From an optimization exercise on the open Yosys and OpenROAD flow, aimed at small area; shortcuts taken in it are not production practice.
At most, simulation tests tie the RTL to the original design; equivalence was not proved.
Power figures rest on the tool's default switching activity, not on a simulated workload.

==> 01-17: inputs <==
## Top_Module
module Top_Module (
    input clk,
    input rst,
    input [8:0] sw,
    input btnC, btnU, btnD, btnL, btnR,
    output [15:0] led,
    output [7:0] seg,
    output [3:0] an,
    output [4:0] screen_state,
    output [17:0] grid_state,
    output turn,
    output ai_waiting,
    output [1:0] game_status_pvp,
    output [1:0] game_status_pvp_final,
    output [1:0] game_status_ai,
    output [1:0] ai_level
    );
    localparam HOME = 3'd0, MS_PVP = 3'd1, MS_AI = 3'd2, PVP = 3'd3,
               PVP_RESULT = 3'd4, PVP_FINAL = 3'd7, AI = 3'd5, AI_RESULT = 3'd6;
    reg [4:0] c25;  reg s25;
    reg [5:0] c50;  reg s50;
    reg [6:0] c100; reg s100;
    reg [7:0] c250; reg s250;
    reg [8:0] c500; reg s500;
    wire w25 = (c25 == 5'd25);
    wire w50 = (c50 == 6'd50);
    wire w100 = (c100 == 7'd100);
    wire w250 = (c250 == 8'd250);
    wire w500 = (c500 == 9'd500);
    wire rise25 = w25 & ~s25;
    wire rise100 = w100 & ~s100;
    wire rise250 = w250 & ~s250;
    wire tick_d = (c500 == 9'd0) & s500;    
    always @(posedge clk) begin
        if (rst) begin
            c25 <= 0; s25 <= 0; c50 <= 0; s50 <= 0; c100 <= 0; s100 <= 0;
            c250 <= 0; s250 <= 0; c500 <= 0; s500 <= 0;
        end else begin
            c25 <= w25 ? 5'd0 : c25 + 5'd1;    s25 <= s25 ^ w25;
            c50 <= w50 ? 6'd0 : c50 + 6'd1;    s50 <= s50 ^ w50;
            c100 <= w100 ? 7'd0 : c100 + 7'd1; s100 <= s100 ^ w100;
            c250 <= w250 ? 8'd0 : c250 + 8'd1; s250 <= s250 ^ w250;
  ...
export LEC_CHECK = 0
export CAP_MARGIN = 20
export CORE_MARGIN = 2
export CORE_UTILIZATION = 40
export PLACE_DENSITY = 0.6
export SLEW_MARGIN = 20
create_clock -name core_clock -period 10.0 [get_ports {clk}]
run.sh (not shown) runs the stock make flow with config.mk's settings and CLKGATE_MAP_FILE= SYNTH_SCRIPT=/design/flow/synth_recipe.tcl, a recipe that flattens the netlist after the stock synthesis.
==> 02-07: changes against 01-17 <==
Settings changed: ABC_AREA set to 1, CORE_UTILIZATION 40 to 70, PLACE_DENSITY 0.6 to 0.8.
==> notes <==
02-07 completed with no timing, DRC or antenna violations. 01-17 finished with timing, DRC and antenna clean. Of 01-17 and 02-07, 01-17 has the higher non-clock buffer count (gap 15). In area after synthesis, 01-17 and 02-07 hardly differ. Worst setup slack: 02-07 is better than 01-17 (0.89 ns). Between 01-17 and 02-07, the lower clock power is in 02-07 (gap about 20%, measured against 02-07). Against 01-17, the total power of 02-07 is smaller by 5.4%. Against 01-17, the sequential share of layout area of 02-07 is higher by 0.52 points. Between 02-07 and 01-17, the lower maximum frequency is in 01-17 (gap 14%, measured against 01-17). Via count: 02-07 is higher than 01-17 (about 8%).
Function was not checked in any run of this note: the RTL went through the layout flow alone.

---

==> yarrow: inputs <==
Another version of the RTL of Top_Module (not shown whole).
Settings: LEC_CHECK=0, CAP_MARGIN=20, CORE_MARGIN=2, CORE_UTILIZATION=70, CTS_BUF_LIST=sky130_fd_sc_hd__clkbuf_4, CTS_CLUSTER_SIZE=30, PLACE_DENSITY=0.8, SLEW_MARGIN=20; clock period 10.0 ns.
==> raven: changes against yarrow <==
- CORE_UTILIZATION: 70 -> 40
- CTS_BUF_LIST: sky130_fd_sc_hd__clkbuf_4 -> not set
- CTS_CLUSTER_SIZE: 30 -> not set
- PLACE_DENSITY: 0.8 -> 0.6
==> notes <==
- In raven the critical path depth is higher than in yarrow, by 2.
- Of yarrow and raven, raven has the higher total power (gap about 9%, measured against raven).
- In yarrow the combinational power is higher than in raven, by about 5%.
- Against raven, the die area of yarrow is lower by about 40%.
- Against raven, the utilization of yarrow is higher by 32 points.
==> figures <==
metric                                                                 yarrow       raven
Status                                               timing/DRC/antenna clean  timing/DRC/antenna clean
Wire length on met3                                                   4.74 mm     3.05 mm
Sum of met2 wire segment lengths after detailed routing               18.9 mm     19.2 mm
Fraction of final layout cells with drive strength greater than 1      0.0777      0.0586
Clock period minus final worst setup slack                            5.69 ns     5.57 ns
Pint                                                                  1.49 mW     1.68 mW
Power drawn by the clock network                                     0.792 mW     1.00 mW
Slew @ Worst Pin                                                      1.01 ns     1.02 ns
DP Area                                                            0.0140 mm2  0.0143 mm2
Clock transition at the registers of the reported paths               0.07 ns     0.06 ns
Initial detailed-routing violation count                                 1956        1154
No functional check of the RTL was part of any run of this note.

---

==> run a: inputs <==
Top_Module, a different RTL version from the one above (not shown whole).
Settings: LEC_CHECK=0, CAP_MARGIN=20, CORE_MARGIN=2, CORE_UTILIZATION=60, PLACE_DENSITY=0.7, SLEW_MARGIN=20; clock period 10.0 ns.
standard.sh (not shown) runs the stock make flow with config.mk's settings and CLKGATE_MAP_FILE= SYNTH_SCRIPT=/design/flow/synth_recipe.tcl, a recipe that flattens the netlist after the stock synthesis.
==> flow/flow/run.sh <==
#!/bin/bash
# Layout flow: the standard flow (standard.sh) with
#  - no adder extraction before ABC (ADDER_MAP_FILE empty), so ABC also
#    optimises the few adders,
#  - port buffers of the smallest buffer cell,
#  - clock tree synthesis with small clusters of clkbuf_4 and no dummy loads.
# Each tool's output goes to a log file in this folder.
set -euo pipefail
W=$PWD
cp -r "$FLOW_HOME/scripts" "$W/scripts"
cp "$W/flow/abc_area.script" "$W/scripts/abc_area.script"
bash standard.sh SCRIPTS_DIR="$W/scripts" ABC_AREA=1 \
  ADDER_MAP_FILE= \
  BUFFER_PORTS_ARGS="-buffer_cell sky130_fd_sc_hd__buf_1" \
  CTS_ARGS="-sink_clustering_enable -repair_clock_nets -dont_use_dummy_load -buf_list sky130_fd_sc_hd__clkbuf_4 -sink_clustering_size 8 -sink_clustering_max_diameter 40" \
  finish > standard.log 2>&1
==> flow/flow/abc_area.script <==
strash
&get -n
&deepsyn -T 60
&put
&get -n
&st
&dch -f
&nf -a -F 8 -A 4 -p
&put
topo
stime -c
==> run b (differences from run a) <==
--- a/flow/design.v
+++ b/flow/design.v
@@ -1,39 +1,70 @@
 module ai_new(input [8:0] a, input [8:0] p, input fk, output [8:0] mv);
-    wire [3:0] mb;
-    assign mb[0] = (~a[1] & a[4] & ~p[5]) |
-        (~a[2] & p[0] & ~p[7] & ~fk) |
-        (~a[3] & a[4] & ~p[7]) |
-        (~a[1] & a[8] & p[0]) |
-        (p[0] & p[6] & ~p[7]) |
-        (~a[7] & p[6] & p[8]);
-    assign mb[1] = (a[1] & p[0] & ~p[6]) |
-        (a[1] & ~p[7]) |
-        (a[3] & ~a[6] & ~p[2] & p[5] & ~p[6] & fk) |
-        (a[3] & ~a[6] & ~a[7] & p[5] & p[8]) |
-        (a[0] & a[7]) |
-        (~a[3] & a[4] & ~p[3] & ~p[5]) |
-        (a[1] & ~a[2] & fk) |
-        (a[0] & ~a[3] & ~p[2]) |
-        (a[6] & p[0]) |
-        (a[0] & ~a[1] & ~p[6]);
-    assign mb[2] = (a[1] & ~p[7]) |
-        (a[2] & a[3] & ~p[6]) |
-        (~a[4]) |
-        (a[3] & ~p[5]) |
-        (~a[0] & a[1] & p[2]) |
-        (a[0] & ~a[1] & ~p[6]) |
-        (~a[7] & p[6] & p[8]) |
-        (a[2] & p[0] & ~p[6]) |
-        (a[3] & ~a[6] & ~p[0] & ~p[2] & ~p[6] & ~p[8] & fk);
-    assign mb[3] = (a[0] & ~a[3] & p[2]) |
-        (a[1] & a[2] & a[3] & ~p[8]) |
-        (~a[0] & ~a[1] & ~a[6] & ~a[8] & p[2] & p[5]) |
-        (a[0] & ~a[1] & p[6] & ~p[8]) |
-        (~a[2] & a[3] & ~a[8] & p[5] & p[6] & fk);
-    assign mv = 9'd1 << mb;
+    wire [8:0] e = ~(a | p);
+    wire [7:0] ma = {((a[2] & a[4]) | (a[2] & a[6]) | (a[4] & a[6])), ((a[0] & a[4]) | (a[0] & a[8]) | (a[4] & a[8])), ((a[2] & a[5]) | (a[2] & a[8]) | (a[5] & a[8])), ((a[1] & a[4]) | (a[1] & a[7]) | (a[4] & a[7])), ((a[0] & a[3]) | (a[0] & a[6]) | (a[3] & a[6])), ((a[6] & a[7]) | (a[6] & a[8]) | (a[7] & a[8])), ((a[3] & a[4]) | (a[3] & a[5]) | (a[4] & a[5])), ((a[0] & a[1]) | (a[0] & a[2]) | (a[1] & a[2]))};
+    wire [7:0] mp = {((p[2] & p[4]) | (p[2] & p[6]) | (p[4] & p[6])), ((p[0] & p[4]) | (p[0] & p[8]) | (p[4] & p[8])), ((p[2] & p[5]) | (p[2] & p[8]) | (p[5] & p[8])), ((p[1] & p[4]) | (p[1] & p[7]) | (p[4] & p[7])), ((p[0] & p[3]) | (p[0] & p[6]) | (p[3] & p[6])), ((p[6] & p[7]) | (p[6] & p[8]) | (p[7] & p[8])), ((p[3] & p[4]) | (p[3] & p[5]) | (p[4] & p[5])), ((p[0] & p[1]) | (p[0] & p[2]) | (p[1] & p[2]))};
+    wire [7:0] oa = {(a[2] | a[4] | a[6]), (a[0] | a[4] | a[8]), (a[2] | a[5] | a[8]), (a[1] | a[4] | a[7]), (a[0] | a[3] | a[6]), (a[6] | a[7] | a[8]), (a[3] | a[4] | a[5]), (a[0] | a[1] | a[2])};
+    wire [7:0] op = {(p[2] | p[4] | p[6]), (p[0] | p[4] | p[8]), (p[2] | p[5] | p[8]), (p[1] | p[4] | p[7]), (p[0] | p[3] | p[6]), (p[6] | p[7] | p[8]), (p[3] | p[4] | p[5]), (p[0] | p[1] | p[2])};
+    wire [7:0] wa = ma & ~op;           
+    wire [7:0] wp = mp & ~oa;           
+    wire [7:0] sa = oa & ~ma & ~op;     
+    wire [7:0] sp = op & ~mp & ~oa;     
+    function [8:0] forks;               
+        input [7:0] s; input [8:0] e;
+        begin
+            forks[0] = e[0] & ((s[0] & s[3]) | (s[0] & s[6]) | (s[3] & s[6]));
+            forks[1] = e[1] & s[0] & s[4];
+            forks[2] = e[2] & ((s[0] & s[5]) | (s[0] & s[7]) | (s[5] & s[7]));
+            forks[3] = e[3] & s[1] & s[3];
+            forks[4] = e[4] & ((s[1]|s[4]) & (s[6]|s[7]) | (s[1]&s[4]) | (s[6]&s[7]));
+            forks[5] = e[5] & s[1] & s[5];
+            forks[6] = e[6] & ((s[2] & s[3]) | (s[2] & s[7]) | (s[3] & s[7]));
+            forks[7] = e[7] & s[2] & s[4];
+            forks[8] = e[8] & ((s[2] & s[5]) | (s[2] & s[6]) | (s[5] & s[6]));
+        end
+    endfunction
+    function [8:0] first1;
+        input [8:0] v; integer i; reg seen;
+        begin
+            seen = 0;
+            for (i = 0; i < 9; i = i + 1) begin
+                first1[i] = v[i] & ~seen; seen = seen | v[i];
+            end
+        end
+    endfunction
+    function [15:0] first16;
+        input [15:0] v; integer i; reg seen;
+        begin
+            seen = 0;
+            for (i = 0; i < 16; i = i + 1) begin
+                first16[i] = v[i] & ~seen; seen = seen | v[i];
+            end
+        end
+    endfunction
+    wire [15:0] fl = first16({wp, wa});
+    wire [7:0] f = fl[7:0] | fl[15:8];
+    wire [8:0] wcell = e & {f[2]|f[5]|f[6], f[2]|f[4], f[2]|f[3]|f[7], f[1]|f[5], f[1]|f[4]|f[6]|f[7],
+                            f[1]|f[3], f[0]|f[5]|f[7], f[0]|f[4], f[0]|f[3]|f[6]};
+    function [17:0] last18;
+        input [17:0] v; integer i; reg seen;
+        begin
+            seen = 0;
+            for (i = 17; i >= 0; i = i - 1) begin
+                last18[i] = v[i] & ~seen; seen = seen | v[i];
+            end
+        end
+    endfunction
+    wire [17:0] fsel = last18({forks(sa, e), forks(sp, e)});
+    wire [8:0] fcell = fsel[17:9] | fsel[8:0];
+    wire [2:0] ga = {|a[8:6], |a[5:3], |a[2:0]};
+    wire few = ~(((a[0] & a[1]) | (a[0] & a[2]) | (a[1] & a[2])) | ((a[3] & a[4]) | (a[3] & a[5]) | (a[4] & a[5])) | ((a[6] & a[7]) | (a[6] & a[8]) | (a[7] & a[8])) | ((ga[0] & ga[1]) | (ga[0] & ga[2]) | (ga[1] & ga[2])));
+    wire [8:0] opening = e[4] ? 9'b000010000 : (a[3] | a[5] | p[3] | p[5]) ? 9'b000000010 : 9'b000001000;
+    assign mv = few ? opening :
+                (|{wa, wp}) ? wcell :
+                (fk && |fcell) ? fcell :
+                first1(e);
 endmodule
 module Top_Module (
     input clk,
     input rst,
     input [8:0] sw,
     input btnC, btnU, btnD, btnL, btnR,
@@ -99,14 +130,12 @@
     reg [13:0] count;
     reg [1:0] gr_p, gr_a;
     wire [1:0] win_result;
     wire sw0 = (sw == 9'd0);
     wire c5k = (count == C5K);
     wire c10k = (count == C10K);
-    wire scr_pvp = (state == PVP) || (state == PVP_RESULT) || (state == PVP_FINAL);
-    wire scr_ai = (state == AI) || (state == AI_RESULT);
     wire [13:0] count_step = {count[12:0], ~(count[13] ^ count[0])};
     wire grid_reset_any = grid_reset_flag ||
         (!rst && (state == HOME || state == MS_PVP || state == MS_AI ||
                   (state == PVP_RESULT && win_result == 2'b00 && c5k) ||
                   ((state == PVP_FINAL || state == AI_RESULT) && c10k)));
     reg [2:0] ns;
@@ -241,13 +270,13 @@
         if (rst || grid_reset_any) win_p <= 0;
         else win_p <= haswin(xs_p) | haswin(os_p);
         win_pd <= win_p;
         if (rise25_d) pos_p <= (!win_pd || pos_p == P8) ? P0 : pstep(pos_p);
         if (rise100) blink_p <= (gr_p == 2'b11) ? ~blink_p : 1'b0;
     end
-    localparam [10:0] WC2000 = 11'd1838;
+    localparam [10:0] WC2000 = 11'd1838, WC5 = 11'd1984;
     reg [17:0] grid_a;
     reg [8:0] sel_a;
     reg ai_turn;          
     reg aw, start_ai;
     reg [10:0] wc;
     reg win_a;
@@ -288,13 +317,13 @@
                     sel_a <= 0;
                     aw <= 1;
                     wc <= WC2000;
                 end else sel_a <= sw & ~conf_a;
             end else if (start_ai) begin
                 if (mv_taken) begin
-                    aw <= 1; start_ai <= 1;
+                    aw <= 1; wc <= WC5; start_ai <= 1;
                 end else begin
                     grid_a <= grid_a | spread(mv_oh, 2'b10);
                     aw <= 0;
                     ai_turn <= 0;
                 end
             end
@@ -302,15 +331,15 @@
         if (rst_ga) win_a <= 0;
         else win_a <= haswin(ps_a) | haswin(as_a);
         win_ad <= win_a;
         if (rise25_d) pos_a <= (!win_ad || pos_a == P8) ? P0 : pstep(pos_a);
         if (rise100) blink_a <= (gr_a == 2'b11) ? ~blink_a : 1'b0;
     end
-    wire ns_ai = scr_ai;
-    wire l_zero = rst | ~(scr_pvp | scr_ai) | grid_reset_any | (scr_pvp & btnR) |
-                  (deb_L & (state == PVP || state == AI));
+    wire ns_pvp = (ns == PVP) || (ns == PVP_RESULT) || (ns == PVP_FINAL);
+    wire ns_ai = (ns == AI) || (ns == AI_RESULT);
+    wire l_zero = ~(ns_pvp | ns_ai) | grid_reset_any | (~ns_ai & btnR);
     wire l_run = ns_ai ? (gr_a == 2'b01) : win_p;
     wire l_all = ns_ai & (gr_a == 2'b10);
     wire l_alt = ns_ai ? (gr_a == 2'b11) : full_p;
     wire [3:0] l_pos = ns_ai ? pos_a : pos_p;
     wire l_blink = ns_ai ? blink_a : blink_p;
     wire [8:0] l_conf = ns_ai ? conf_a : conf_p;
@@ -417,12 +446,14 @@
             seg7s[3] = d[1];
             seg7s[4] = d[1] | d[3];
             seg7s[5] = d[1] | d[2] | d[3];
             seg7s[6] = d[0] | d[1];
         end
     endfunction
+    wire scr_pvp = (state == PVP) || (state == PVP_RESULT) || (state == PVP_FINAL);
+    wire scr_ai = (state == AI) || (state == AI_RESULT);
     wire [7:0] seg_p = idx0 ? 8'b10100011 :
                        idx2 ? 8'b10001001 :
                        {idx3, seg7s(cap_s)};
     wire [7:0] seg_a = {~idx1, seg7(cap_t)};
     wire [3:0] an_pat = {~idx0, ~idx1, ~idx2, ~idx3};
     assign seg = scr_pvp ? seg_p : scr_ai ? seg_a : 8'hff;
==> flow/flow/run.sh (replaced) <==
#!/bin/bash
# Layout flow: the standard flow (standard.sh) with
#  - an area-oriented ABC mapping script (flow/abc_area.script) in a private
#    copy of the ORFS scripts; registers are mapped before ABC, as usual,
#  - port buffers of the smallest buffer cell,
#  - clock tree synthesis with small clusters of clkbuf_4 and no dummy loads.
# Each tool's output goes to a log file in this folder.
set -euo pipefail
W=$PWD
cp -r "$FLOW_HOME/scripts" "$W/scripts"
cp "$W/flow/abc_area.script" "$W/scripts/abc_area.script"
bash standard.sh SCRIPTS_DIR="$W/scripts" ABC_AREA=1 \
  BUFFER_PORTS_ARGS="-buffer_cell sky130_fd_sc_hd__buf_1" \
  CTS_ARGS="-sink_clustering_enable -repair_clock_nets -dont_use_dummy_load -buf_list sky130_fd_sc_hd__clkbuf_4 -sink_clustering_size 8 -sink_clustering_max_diameter 40" \
  finish > standard.log 2>&1
==> flow/flow/abc_area.script (replaced) <==
strash
balance
rewrite
refactor
balance
rewrite
rewrite -z
balance
refactor -z
rewrite -z
balance
dch -f
map -a
topo
stime -c
==> run c (differences from run a) <==
--- a/flow/design.v
+++ b/flow/design.v
@@ -89,82 +89,81 @@
     wire idx0 = (idx == 2'b00), idx1 = (idx == 2'b01), idx2 = (idx == 2'b11), idx3 = (idx == 2'b10);
     wire deb_C, deb_U, deb_D, deb_L;
     debouncer dC (clk, rst, btnC, deb_C);
     debouncer dU (clk, rst, btnU, deb_U);
     debouncer dD (clk, rst, btnD, deb_D);
     debouncer dL (clk, rst, btnL, deb_L);
-    localparam [13:0] CZ = 14'd3988, C5K = 14'd128, C10K = 14'd289;
+    localparam [13:0] CZ = 14'd15957, C5K = 14'd1392, C10K = 14'd0, C10K1 = 14'd1;
     reg [2:0] state;
     reg grid_reset_flag, general_reset;
     reg [1:0] level;
     reg [13:0] count;
     reg [1:0] gr_p, gr_a;
     wire [1:0] win_result;
     wire sw0 = (sw == 9'd0);
     wire c5k = (count == C5K);
-    wire c10k = (count == C10K);
+    wire c10k = (count == C10K);       
+    wire c10k1 = (count == C10K1);     
     wire scr_pvp = (state == PVP) || (state == PVP_RESULT) || (state == PVP_FINAL);
     wire scr_ai = (state == AI) || (state == AI_RESULT);
-    wire [13:0] count_step = {count[12:0], ~(count[13] ^ count[0])};
+    wire [13:0] count_step = {count[12:0], ~(count[13] ^ count[12])};
     wire grid_reset_any = grid_reset_flag ||
         (!rst && (state == HOME || state == MS_PVP || state == MS_AI ||
                   (state == PVP_RESULT && win_result == 2'b00 && c5k) ||
-                  ((state == PVP_FINAL || state == AI_RESULT) && c10k)));
+                  (state == PVP_FINAL && c10k1) || (state == AI_RESULT && c10k)));
     reg [2:0] ns;
     always @(*) begin
         ns = state;
         if (rst) ns = HOME;
         else case (state)
             HOME:   ns = (deb_C && sw0) ? MS_PVP : HOME;
             MS_PVP: ns = (deb_C && sw0) ? PVP : deb_L ? HOME : deb_D ? MS_AI : MS_PVP;
             MS_AI:  ns = (deb_C && sw0) ? AI : deb_L ? HOME : deb_U ? MS_PVP : MS_AI;
             PVP:    ns = deb_L ? MS_PVP : (gr_p == 2'b00) ? PVP : PVP_RESULT;
             PVP_RESULT: ns = (win_result != 2'b00) ? PVP_FINAL : c5k ? PVP : PVP_RESULT;
-            PVP_FINAL:  ns = c10k ? MS_PVP : PVP_FINAL;
+            PVP_FINAL:  ns = c10k1 ? MS_PVP : PVP_FINAL;
             AI:     ns = deb_L ? MS_AI : (gr_a == 2'b00) ? AI : AI_RESULT;
             AI_RESULT: ns = (c10k && gr_a == 2'b01) ? ((level == 2'b10) ? MS_AI : AI) :
                             (c10k && gr_a[1]) ? AI : AI_RESULT;
             default: ns = state;
         endcase
     end
     always @(posedge clk) begin
         state <= ns;
+        count <= (!rst && ((state == PVP_RESULT && !(win_result == 2'b00 && c5k)) ||
+                           (state == PVP_FINAL && !c10k1) ||
+                           (state == AI_RESULT && !c10k))) ? count_step : CZ;
         if (rst) begin
             grid_reset_flag <= 0;
             general_reset <= 0;
             level <= 0;
-            count <= CZ;
         end else case (state)
             HOME: begin
                 general_reset <= 1; grid_reset_flag <= 1; level <= 0;
             end
             MS_PVP, MS_AI: begin
                 general_reset <= 1; grid_reset_flag <= 1;
             end
             PVP, AI: begin
                 general_reset <= 0; grid_reset_flag <= 0;
             end
             PVP_RESULT: begin
                 general_reset <= 0;
-                if (win_result == 2'b00) begin
-                    if (c5k) begin count <= CZ; grid_reset_flag <= 1; end
-                    else count <= count_step;
-                end
+                if (win_result == 2'b00 && c5k) grid_reset_flag <= 1;
             end
             PVP_FINAL: begin
                 general_reset <= 0;
-                if (c10k) begin count <= CZ; grid_reset_flag <= 1; end
-                else count <= count_step;
+                if (c10k1) grid_reset_flag <= 1;
             end
             AI_RESULT: begin
                 general_reset <= 0;
                 if (c10k) begin
-                    count <= CZ; grid_reset_flag <= 1;
+                    grid_reset_flag <= 1;
                     if (gr_a == 2'b01) level <= (level == 2'b10) ? 2'b00 : level + 2'd1;
                     else if (gr_a == 2'b10) level <= 0;
-                end else count <= count_step;
+                end
             end
         endcase
     end
     function [17:0] spread;    
         input [8:0] m;
         input [1:0] v;
@@ -274,34 +273,31 @@
             start_ai <= !rst;
         end else if (win_a) begin
             gr_a <= ai_turn ? 2'b01 : 2'b10;
         end else if (full_a) begin
             gr_a <= 2'b11;
         end else begin
-            if (aw) begin
-                if (wc != 0) begin wc <= {wc[9:0], ~(wc[10] ^ wc[1])}; start_ai <= 0; end
-                else start_ai <= 1;
-            end else start_ai <= 0;
+            start_ai <= aw && (wc == 0);
             if (!ai_turn) begin
                 if (btnC && oh_a) begin
                     grid_a <= grid_a | spread(sel_a, 2'b01);
                     ai_turn <= 1;
                     sel_a <= 0;
                     aw <= 1;
-                    wc <= WC2000;
                 end else sel_a <= sw & ~conf_a;
             end else if (start_ai) begin
                 if (mv_taken) begin
                     aw <= 1; start_ai <= 1;
                 end else begin
                     grid_a <= grid_a | spread(mv_oh, 2'b10);
                     aw <= 0;
                     ai_turn <= 0;
                 end
             end
         end
+        wc <= (!rst_ga && !win_a && !full_a && !ai_turn && btnC && oh_a) ? WC2000 : {wc[9:0], ~(wc[10] ^ wc[1])};
         if (rst_ga) win_a <= 0;
         else win_a <= haswin(ps_a) | haswin(as_a);
         win_ad <= win_a;
         if (rise25_d) pos_a <= (!win_ad || pos_a == P8) ? P0 : pstep(pos_a);
         if (rise100) blink_a <= (gr_a == 2'b11) ? ~blink_a : 1'b0;
     end
==> flow/flow/run.sh (replaced) <==
#!/bin/bash
# Layout flow: the standard flow (standard.sh) with
#  - no adder extraction before ABC (ADDER_MAP_FILE empty), so ABC also
#    optimises the few adders,
#  - one tie cell for all constant outputs (no tie fanout repair),
#  - port buffers of the smallest buffer cell,
#  - clock tree synthesis with small clusters of clkbuf_4 and no dummy loads.
# Each tool's output goes to a log file in this folder.
set -euo pipefail
W=$PWD
cp -r "$FLOW_HOME/scripts" "$W/scripts"
cp "$W/flow/abc_area.script" "$W/scripts/abc_area.script"
bash standard.sh SCRIPTS_DIR="$W/scripts" ABC_AREA=1 \
  ADDER_MAP_FILE= SKIP_REPAIR_TIE_FANOUT=1 \
  BUFFER_PORTS_ARGS="-buffer_cell sky130_fd_sc_hd__buf_1" \
  CTS_ARGS="-sink_clustering_enable -repair_clock_nets -dont_use_dummy_load -buf_list sky130_fd_sc_hd__clkbuf_4 -sink_clustering_size 8 -sink_clustering_max_diameter 40" \
  finish > standard.log 2>&1
==> flow/flow/abc_area.script (replaced) <==
strash
&get -n
&deepsyn -J 200 -T 900
&put
&get -n
&st
&dch -f
&nf -a -F 8 -A 4 -p
&put
topo
stime -c
==> qor summary <==
Final weighted congestion in routability-driven placement: run b 1.03; run c 0.929; run a 0.995
Sum of internal, switching and leakage power: run b 0.00174 W; run c 0.00160 W; run a 0.00160 W
Result of the run: run b complete, no violations; run c complete, no violations; run a complete, no violations
Most frequent standard cell in the layout excluding fill and tap cells: run b sky130_fd_sc_hd__clkinv_1; run c sky130_fd_sc_hd__dfxtp_1; run a sky130_fd_sc_hd__dfxtp_1
Placed Area: run b 12600 um^2; run c 10400 um^2; run a 10700 um^2
Distinct cells, synth: run b 44; run c 63; run a 62
Placed Instances: run b 2044; run c 1343; run a 1360
Die outline area: run b 21200 um^2; run c 17500 um^2; run a 18000 um^2
Switching power total: run b 0.000468 W; run c 0.000385 W; run a 0.000383 W
Sequential cell area: run b 5090 um^2; run c 4980 um^2; run a 5090 um^2
Delay of the slowest cell on the worst path: run b 560 ps; run c 640 ps; run a 590 ps
Largest clock skew in the final design: run b 68.3 ps; run c 82.6 ps; run a 39.0 ps
Metal1 wirelength: run b 14.7 mm; run c 11.4 mm; run a 11.5 mm
Worst slack on hold paths: run b 377 ps; run c 383 ps; run a 375 ps
Critical Path Most Common Cell: run b -; run c sky130_fd_sc_hd__nand2_1; run a sky130_fd_sc_hd__nand2_1
Final cycle utilization of the critical path: run b 55.6%; run c 52.5%; run a 52.8%
Post-route cell area: run b 12900 um^2; run c 10700 um^2; run a 11000 um^2

==> separate check: timing with driven ports <==
How much do the figures lean on ideal ports? The routed layouts below were timed once more, with nothing changed but the port constraints.
Step 1, drivers: a clkbuf_16 drives clk and a buf_2 each remaining input, both assumed.
Step 2 adds t to the input delays and takes it off the output delays; t is the mean of the earliest and latest rising clock arrival at the registers after step 1. Input paths then give back, and output paths get back, about the clock's delay inside the block.
a / b / c = ideal / step 1 / step 2; a / b = the first two.
| run | shift t [ns] | slack for setup (ns) | latest minus earliest clock arrival (ns) |
|---|---|---|---|
| 01-17 | 0.625 | 2.681 / 2.681 / 2.681 | 0.037 / 0.036 |
| 02-07 | 0.602 | 3.573 / 3.573 / 3.573 | 0.032 / 0.032 |
| yarrow | 0.734 | 4.307 / 4.265 / 3.773 | 0.027 / 0.027 |
| raven | 0.600 | 4.430 / 4.426 / 3.826 | 0.042 / 0.042 |
| run a | 0.634 | 4.719 / 4.682 / 5.316 | 0.047 / 0.048 |
| run b | 0.645 | 4.440 / 4.464 / 3.820 | 0.068 / 0.069 |
| run c | 0.644 | 4.754 / 4.717 / 5.361 | 0.083 / 0.082 |
After both steps every run listed still meets setup and hold. The setup slack of run b, which loses most, moves by +0.024 ns with the drivers and by -0.620 ns with both steps.
